From an optimization exercise on the open Yosys and OpenROAD flow, aimed at small area and a short achievable clock period; shortcuts taken in it are not production practice.
Where RTL was checked, it was by simulation tests only, not by an equivalence proof against the original.

Setup of build 98:
Design lab4_2, start of the top module:
module lab4_2( 
              input wire      mode,
              input wire[2:0] opCode,
              input wire[3:0] value,
              input clk,
              input reset,
              output reg[9:0] result,
              output reg cacheFull,
              output reg invalidOp,
              output reg overflow);
For scale: about 1100 cells after synthesis, about 23 I/O pins.
export LEC_CHECK = 0
export CAP_MARGIN = 20
export CORE_MARGIN = 2
export CORE_UTILIZATION = 40
export CTS_CLUSTER_DIAMETER = 100
export CTS_CLUSTER_SIZE = 24
export SLEW_MARGIN = 20
create_clock -name core_clock -period 12.5 [get_ports {clk}]
standard.sh (not shown) runs the stock make flow with config.mk's settings and CLKGATE_MAP_FILE= SYNTH_SCRIPT=/design/flow/synth_recipe.tcl, a recipe that flattens the netlist after the stock synthesis.
==> flow/flow/run.sh <==
#!/bin/bash
# Standard layout with two changes to how it is made:
#  - timing repair is asked for more setup margin than the clock period
#    needs, so it keeps shortening the worst paths;
#  - the port buffers are buf_4 cells (every port still gets its buffer).
set -euo pipefail
bash standard.sh SETUP_SLACK_MARGIN=9 \
  "BUFFER_PORTS_ARGS=-buffer_cell sky130_fd_sc_hd__buf_4" finish > standard.log 2>&1
Build 98 ended with every stage complete and zero timing, DRC or antenna violations.
Here is what was changed in the inputs of build 84 compared with build 98.
- an added CTS_BUF_LIST of sky130_fd_sc_hd__clkbuf_4
- a deleted CTS_CLUSTER_DIAMETER that had been 100
- a change of CTS_CLUSTER_SIZE from 24 to 30
==> flow/run.sh (new file) <==
#!/bin/bash
# synth_recipe.tcl (not shown) runs the flow's synth.tcl, then flattens the netlist and writes it again
# the make line also repeats each setting of config.mk as NAME=value (left out here)
make -C /OpenROAD-flow-scripts/flow DESIGN_CONFIG=/design/flow/config.mk WORK_HOME=/design/flow/orfs CLKGATE_MAP_FILE= SYNTH_SCRIPT=/design/flow/synth_recipe.tcl finish
removed: flow/flow/run.sh
removed: flow/standard.sh
Build 84 went all the way through synthesis, placement and routing and the layout is clean on timing, DRC and antenna. From build 98 to build 84 the numbers moved as follows: critical path depth moved down; clock network contribution to total cell area now larger. Fraction of the core area covered by cells at the end of the flow down 2.6 points in build 84 wrt build 98. Final area on build 84 is down relative to build 98. The register-to-register slack in build 84 was lower than what build 98 gave.
Input-level comparison between build 56 and build 84:
- a change of CORE_UTILIZATION from 40 to 60
- a change of CTS_BUF_LIST from sky130_fd_sc_hd__clkbuf_4 to sky130_fd_sc_hd__clkbuf_8
- a change of CTS_CLUSTER_SIZE from 30 to 40
### Flow results
- The cell area in build 56 was lower than what build 84 gave.
- Against build 84, via count of the first global-routing pass in build 56 fell by a few percent.
- Looking only at sum of routed wire length over all layers, and setting everything else aside, the lower value of build 56 and build 84 goes to build 56.
- In the reports for build 56 and build 84, the smaller number of antenna repair diodes belongs to build 56.
Function was not checked in any run of this note: the RTL went through the layout flow alone.

========
rev 12:
lab4_2, a different RTL version from the one above (not shown whole).
Size in the first run: about 930 cells after synthesis, ~23 I/O pins, about 14,000 um^2 of cells after synthesis.
export LEC_CHECK = 0
export CAP_MARGIN = 20
export CORE_MARGIN = 2
export CORE_UTILIZATION = 40
export SLEW_MARGIN = 20
create_clock -name core_clock -period 12.5 [get_ports {clk}]
run.sh (not shown) runs the stock make flow with config.mk's settings and CLKGATE_MAP_FILE= SYNTH_SCRIPT=/design/flow/synth_recipe.tcl, a recipe that flattens the netlist after the stock synthesis.
Stock flow here: none of the scripts above is used.
Setup changes, rev 12 to rev 13
# rev 12
export LEC_CHECK = 0
export CAP_MARGIN = 20
export CORE_MARGIN = 2
export CORE_UTILIZATION = 40
export SLEW_MARGIN = 20
create_clock -name core_clock -period 12.5 [get_ports {clk}]
# rev 13
export LEC_CHECK = 0
export ABC_CLOCK_PERIOD_IN_PS = 3000
export CAP_MARGIN = 20
export CORE_MARGIN = 2
export CORE_UTILIZATION = 40
export SLEW_MARGIN = 20
create_clock -name core_clock -period 12.5 [get_ports {clk}]
### Flow results
- Rev 13: all stages complete, timing, DRC and antenna checks passed
- Re largest driver fanout on the critical path: no difference whatsoever between rev 13 and rev 12.
- On initial cell density of the core, rev 12 tracks rev 13 almost exactly.
- On total of fill cells in the finished design, rev 13 tracks rev 12 almost exactly.
- From rev 13 to rev 12, post-detailed-route DRC marker count did not move at all.
No functional check of the RTL was part of any run of this note.

========
oak:
The RTL this note starts from:
==> flow/design.v <==
`timescale 1ns / 1ps
module lab4_2( 
              input wire      mode,
              input wire[2:0] opCode,
              input wire[3:0] value,
              input clk,
              input reset,
              output reg[9:0] result,
              output reg cacheFull,
              output reg invalidOp,
              output reg overflow);
	reg [223:0] cache;
	reg [5:0]   counter;
	reg [5:0]   PN;           
	reg [3:0]   begin_PC;
	reg [9:0]   p1;           
	reg [11:0]  B3;           
	reg [6:0]   IR;           
	reg         last;         
	integer i;
	always @(posedge clk) begin
		for (i = 0; i < 32; i = i + 1)
			if (!counter[5] && counter[4:0] == i)
				cache[i*7 +: 7] <= {opCode, value};
	end
	wire [9:0] p0 = result;
	wire [2:0] op = IR[6:4];
	wire [3:0] v  = IR[3:0];
	wire is1 = op[0] & ~op[2];
	wire is2 = op[1] & ~op[2];
	wire ar  = ~op[2];
	wire [4:0] s1, s2, s3;
	genvar k;
	generate
		for (k = 0; k < 5; k = k + 1) begin : dig
			wire a1 = p0[2*k+1], a0 = p0[2*k];
			if (k == 0) begin : d0
				assign s1[k] = (is2 & ~a1 & a0) | is1;
			end else begin : dk
				assign s1[k] = is2 & ~a1 & a0;
			end
			assign s2[k] = is2 & a1 & ~a0;
			assign s3[k] = is2 & a1 & a0;
		end
	endgenerate
	wire [10:0] B2 = {p1, 1'b0};
	wire [9:0] r0 = ({10{s1[0]}} & p1)      | ({10{s2[0]}} & B2[9:0]) | ({10{s3[0]}} & B3[9:0]);
	wire [7:0] r1 = ({8{s1[1]}}  & p1[7:0]) | ({8{s2[1]}}  & B2[7:0]) | ({8{s3[1]}}  & B3[7:0]);
	wire [5:0] r2 = ({6{s1[2]}}  & p1[5:0]) | ({6{s2[2]}}  & B2[5:0]) | ({6{s3[2]}}  & B3[5:0]);
	wire [3:0] r3 = ({4{s1[3]}}  & p1[3:0]) | ({4{s2[3]}}  & B2[3:0]) | ({4{s3[3]}}  & B3[3:0]);
	wire [1:0] r4 = ({2{s1[4]}}  & p1[1:0]) | ({2{s2[4]}}  & B2[1:0]) | ({2{s3[4]}}  & B3[1:0]);
	wire [9:0] q  = p0 & {10{~op[1]}};
	wire t0;
	wire t1;
	wire t2;
	wire t3;
	wire t4;
	wire t5;
	wire t6;
	wire t7;
	wire t8;
	wire t9;
	wire t10;
	wire t11;
	wire t12;
	wire t13;
	wire t14;
	wire t15;
	wire t16;
	wire t17;
	wire t18;
	wire t19;
	wire t20;
	wire t21;
	wire t22;
	wire t23;
	wire t24;
	wire t25;
	wire t26;
	wire t27;
	wire t28;
	wire t29;
	wire t30;
	wire t31;
	wire t32;
	wire t33;
	wire t34;
	wire t35;
	wire t36;
	wire t37;
	wire t38;
	wire t39;
	wire t40;
	wire t41;
	wire t42;
	wire t43;
	wire t44;
	wire t45;
	wire t46;
	wire t47;
	assign t0 = q[6] ^ r0[6];
	assign t1 = q[6] & r0[6];
	assign t2 = q[7] ^ r0[7] ^ r1[5];
	assign t3 = (q[7] & r0[7]) | (q[7] & r1[5]) | (r0[7] & r1[5]);
	assign t4 = q[8] ^ r0[8] ^ r1[6];
	assign t5 = (q[8] & r0[8]) | (q[8] & r1[6]) | (r0[8] & r1[6]);
	assign t6 = r2[4] ^ r3[2];
	assign t7 = r2[4] & r3[2];
	assign t8 = q[9] ^ r0[9] ^ r1[7];
	assign t9 = (q[9] & r0[9]) | (q[9] & r1[7]) | (r0[9] & r1[7]);
	assign t10 = r2[5] ^ r3[3] ^ r4[1];
	assign t11 = (r2[5] & r3[3]) | (r2[5] & r4[1]) | (r3[3] & r4[1]);
	assign t12 = v[2] ^ q[2];
	assign t13 = v[2] & q[2];
	assign t14 = v[3] ^ q[3] ^ r0[3];
	assign t15 = (v[3] & q[3]) | (v[3] & r0[3]) | (q[3] & r0[3]);
	assign t16 = q[4] ^ r0[4] ^ r1[2];
	assign t17 = (q[4] & r0[4]) | (q[4] & r1[2]) | (r0[4] & r1[2]);
	assign t18 = q[5] ^ r0[5] ^ r1[3];
	assign t19 = (q[5] & r0[5]) | (q[5] & r1[3]) | (r0[5] & r1[3]);
	assign t20 = r1[4] ^ r2[2] ^ r3[0];
	assign t21 = (r1[4] & r2[2]) | (r1[4] & r3[0]) | (r2[2] & r3[0]);
	assign t22 = r2[3] ^ r3[1] ^ t2;
	assign t23 = (r2[3] & r3[1]) | (r2[3] & t2) | (r3[1] & t2);
	assign t24 = r4[0] ^ t4 ^ t6;
	assign t25 = (r4[0] & t4) | (r4[0] & t6) | (t4 & t6);
	assign t26 = t8 ^ t10 ^ t5;
	assign t27 = (t8 & t10) | (t8 & t5) | (t10 & t5);
	assign t28 = v[0] ^ q[0];
	assign t29 = v[0] & q[0];
	assign t30 = v[1] ^ q[1] ^ r0[1];
	assign t31 = (v[1] & q[1]) | (v[1] & r0[1]) | (q[1] & r0[1]);
	assign t32 = r0[2] ^ r1[0] ^ t12;
	assign t33 = (r0[2] & r1[0]) | (r0[2] & t12) | (r1[0] & t12);
	assign t34 = r1[1] ^ t14 ^ t13;
	assign t35 = (r1[1] & t14) | (r1[1] & t13) | (t14 & t13);
	assign t36 = r2[0] ^ t16 ^ t15;
	assign t37 = (r2[0] & t16) | (r2[0] & t15) | (t16 & t15);
	assign t38 = r2[1] ^ t18 ^ t17;
	assign t39 = (r2[1] & t18) | (r2[1] & t17) | (t18 & t17);
	assign t40 = t0 ^ t20 ^ t19;
	assign t41 = (t0 & t20) | (t0 & t19) | (t20 & t19);
	assign t42 = t1 ^ t22 ^ t21;
	assign t43 = (t1 & t22) | (t1 & t21) | (t22 & t21);
	assign t44 = t3 ^ t24 ^ t23;
	assign t45 = (t3 & t24) | (t3 & t23) | (t24 & t23);
	assign t46 = t7 ^ t26 ^ t25;
	assign t47 = (t7 & t26) | (t7 & t25) | (t26 & t25);
	wire [9:0]  ra = {t46, t44, t42, t40, t38, t36, t34, t32, t30, r0[0]};
	wire [9:0]  rb = {t45, t43, t41, t39, t37, t35, t33, t31, t29, t28};
	wire [10:0] S  = ra + rb;
	wire big = (s1[1] & (|p1[9:8])) | (s2[1] & (|p1[9:7])) | (s3[1] & (|B3[11:8])) |
	           (s1[2] & (|p1[9:6])) | (s2[2] & (|p1[9:5])) | (s3[2] & (|B3[11:6])) |
	           (s1[3] & (|p1[9:4])) | (s2[3] & (|p1[9:3])) | (s3[3] & (|B3[11:4])) |
	           (s1[4] & (|p1[9:2])) | (s2[4] & (|p1[9:1])) | (s3[4] & (|B3[11:2])) |
	           (s2[0] & p1[9]) | (s3[0] & (|B3[11:10]));
	wire ovf_ar = S[10] | t9 | t11 | t27 | t47 | big;
	reg [3:0] pop;
	always @* begin
		pop = 0;
		for (i = 0; i < 10; i = i + 1) pop = pop + p0[i];
	end
	wire [9:0] rev = {p0[0], p0[1], p0[2], p0[3], p0[4], p0[5], p0[6], p0[7], p0[8], p0[9]};
	reg [9:0] n;
	reg       ovf;
	always @* begin
		if (ar) begin
			n = S[9:0]; ovf = ovf_ar;
		end else begin
			ovf = 1'b0;
			case (op[1:0])
				2'd0:    n = {6'd0, pop};
				2'd1:    n = rev;
				default: n = p0;
			endcase
		end
	end
	wire       is6    = op[2] & op[1];
	wire [3:0] nbegin = is6 ? v : begin_PC;
	wire [4:0] npc    = last ? {1'b0, nbegin} : PN[4:0];
	wire [5:0] npn    = npc + 1'b1;
	wire       nvalid = ~last | ({2'b0, nbegin} < counter);
	wire [6:0] nent   = cache[npc*7 +: 7];
	wire [5:0] cnt1   = counter + 1'b1;
	always @(posedge clk or posedge reset) begin
		if (reset) begin
			result    <= 0;
			cacheFull <= 0;
			invalidOp <= 0;
			overflow  <= 0;
			counter   <= 0;
			PN        <= 6'd1;
			begin_PC  <= 0;
			p1        <= 0;
			B3        <= 0;
			IR        <= 0;
			last      <= 1'b1;
		end else if (mode) begin
			result   <= n;
			overflow <= ovf;
			p1       <= p0;
			B3       <= {2'b0, p0} + {1'b0, p0, 1'b0};
			begin_PC <= nbegin;
			PN       <= npn;
			IR       <= nvalid ? nent : 7'd0;
			last     <= npn >= counter;
		end else begin
			if (!counter[5] && PN == cnt1)
				IR <= (opCode[1:0] == 2'b11) ? 7'd0 : {opCode, value};
			if (opCode[1:0] == 2'b11) begin
				invalidOp <= 1'b1;
			end else begin
				invalidOp <= 1'b0;
				if (counter[5]) cacheFull <= 1'b1;
				else begin
					counter <= cnt1;
					last    <= PN > counter;
				end
			end
		end
	end
endmodule
export LEC_CHECK = 0
export CAP_MARGIN = 20
export CORE_MARGIN = 2
export CORE_UTILIZATION = 40
export CTS_CLUSTER_DIAMETER = 100
export CTS_CLUSTER_SIZE = 24
export SLEW_MARGIN = 20
export TNS_END_PERCENT = 20
create_clock -name core_clock -period 12.5 [get_ports {clk}]
standard.sh (not shown) runs the stock make flow with config.mk's settings and CLKGATE_MAP_FILE= SYNTH_SCRIPT=/design/flow/synth_recipe.tcl, a recipe that flattens the netlist after the stock synthesis.
==> flow/flow/run.sh <==
#!/bin/bash
# Standard layout with two changes to how it is made:
#  - timing repair is asked for more setup margin than the clock period
#    needs, so it keeps shortening the worst paths;
#  - the port buffers are buf_4 cells (every port still gets its buffer).
set -euo pipefail
bash standard.sh SETUP_SLACK_MARGIN=9 \
  "BUFFER_PORTS_ARGS=-buffer_cell sky130_fd_sc_hd__buf_4" finish > standard.log 2>&1
oak finished every stage and its layout cleared the timing, DRC and antenna checks.
> inputs changed (oak -> pine)
Settings: setting ABC_AREA to 1 for the first time; removing TNS_END_PERCENT (formerly 20).
## What came out
pine and oak all finish clean.
Compared with oak, pine shows post-cts sizing count higher by about 80%.
Diff oak -> pine | area of placed instances | increase of 1.7%
Against oak as the reference, pine delivers a higher global-route usage.
Taking oak as the reference, in pine worst slew margin relative to its limit went down by 5.6 points; global routing met1 resource utilization went up by 1.5 points; non-clock buffer count climbed 7; part of the Yosys area used for sequential elements now smaller; die outline height shows an increase of about 0.65%.
Changes observed in pine relative to oak: minimum clock period saw an increase, area added between synthesis and finish saw an increase.

========
Starts from the design.v that is shown in full above.
clock: 12.5 ns
lec_check: 0
cap_margin: 20
core_margin: 2
core_utilization: 40
cts_cluster_diameter: 120
cts_cluster_size: 32
slew_margin: 20
Scripts as last shown in full above: flow/flow/run.sh
Edit:
Settings changed: CTS_CLUSTER_DIAMETER 120 to 100, CTS_CLUSTER_SIZE 32 to 24, GPL_ROUTABILITY_DRIVEN from default to 0.
The changed run completed without violations.
Critical path depth drops by 1.
Sequential share of layout area climbs by 0.30 points.
Clock skew climbs by 0.018 ns.
Global-route usage is about the same.
Wire length drops by 0.64%.
Non-clock buffer count drops by 12.
Edit:
--- a/flow/flow/run.sh
+++ b/flow/flow/run.sh
@@ -6,3 +6,3 @@
 set -euo pipefail
-bash standard.sh SETUP_SLACK_MARGIN=9 \
+bash standard.sh SETUP_SLACK_MARGIN=9.5 \
   "BUFFER_PORTS_ARGS=-buffer_cell sky130_fd_sc_hd__buf_4" finish > standard.log 2>&1
Settings changed: GPL_ROUTABILITY_DRIVEN 0 to default.
Outcome: The new run passed the timing, DRC and antenna checks. Final area climbs by 6.4%. Core utilization climbs by 2.9 points.
Edit:
==> flow/flow/run.sh (replaced) <==
#!/bin/bash
# Standard layout with these changes to how it is made:
#  - timing repair is asked for more setup margin than the clock period
#    needs, so it keeps shortening the worst paths;
#  - CTS as the standard flow runs it, without dummy loads;
#  - the port buffers are buf_4 cells (every port still gets its buffer).
set -euo pipefail
bash standard.sh SETUP_SLACK_MARGIN=9 \
  "CTS_ARGS=-sink_clustering_enable -repair_clock_nets -sink_clustering_size 24 -sink_clustering_max_diameter 100 -dont_use_dummy_load" \
  "BUFFER_PORTS_ARGS=-buffer_cell sky130_fd_sc_hd__buf_4" finish > standard.log 2>&1
Outcome: Worst setup slack got worse by 0.063 ns; via count decreases by 4.6%; non-clock buffer count went down by 43; area after synthesis does not change; final cell count is lower by 2.9%; synthesized cell count stays the same.

==> re-timing with driven ports <==
No port has a modelled driver above. Below, the same layouts with a new extraction and two added sets of constraints. Step 1: set_driving_cell puts a clkbuf_16 on clk and a buf_2 on each other input, an assumption about the parent block. Step 2 adds t to the input delays and takes it off the output delays; t is the mean of the earliest and latest rising clock arrival at the registers after step 1. Input paths then give back, and output paths get back, about the clock's delay inside the block. Slacks: no drivers / after step 1 / after step 2; pairs: no drivers / after step 1.
run	t (ns)	setup WS [ns]	worst setup path after step 2	clock arrival spread, ns	worst slew at a driven data input, ns
build 98	0.542	8.195 / 8.195 / 8.195	register to register	0.029 / 0.029	0.06
build 84	0.733	7.599 / 7.599 / 7.599	register to register	0.093 / 0.093	0.03
build 56	0.587	7.594 / 7.594 / 7.594	register to register	0.026 / 0.026	0.03
rev 12	0.598	5.871 / 5.871 / 5.871	register to register	0.024 / 0.024	0.03
rev 13	0.598	5.871 / 5.871 / 5.871	register to register	0.024 / 0.024	0.03
oak	0.554	8.640 / 8.592 / 8.480	input to register	0.041 / 0.040	0.04
pine	0.558	8.325 / 8.325 / 8.325	register to register	0.035 / 0.035	0.07
the first run of note 4	0.548	8.733 / 8.685 / 8.446	input to register	0.033 / 0.033	0.04
the second run of note 4	0.547	8.693 / 8.645 / 8.476	input to register	0.041 / 0.042	0.04
the third run of note 4	0.573	8.720 / 8.707 / 8.720	register to register	0.026 / 0.026	0.18
the fourth run of note 4	0.530	8.657 / 8.608 / 8.491	input to register	0.048 / 0.048	0.04
After both steps setup and hold are still met in every run listed. The setup slack of the first run of note 4, which loses most, moves by -0.048 ns with the drivers and by -0.287 ns with both steps.
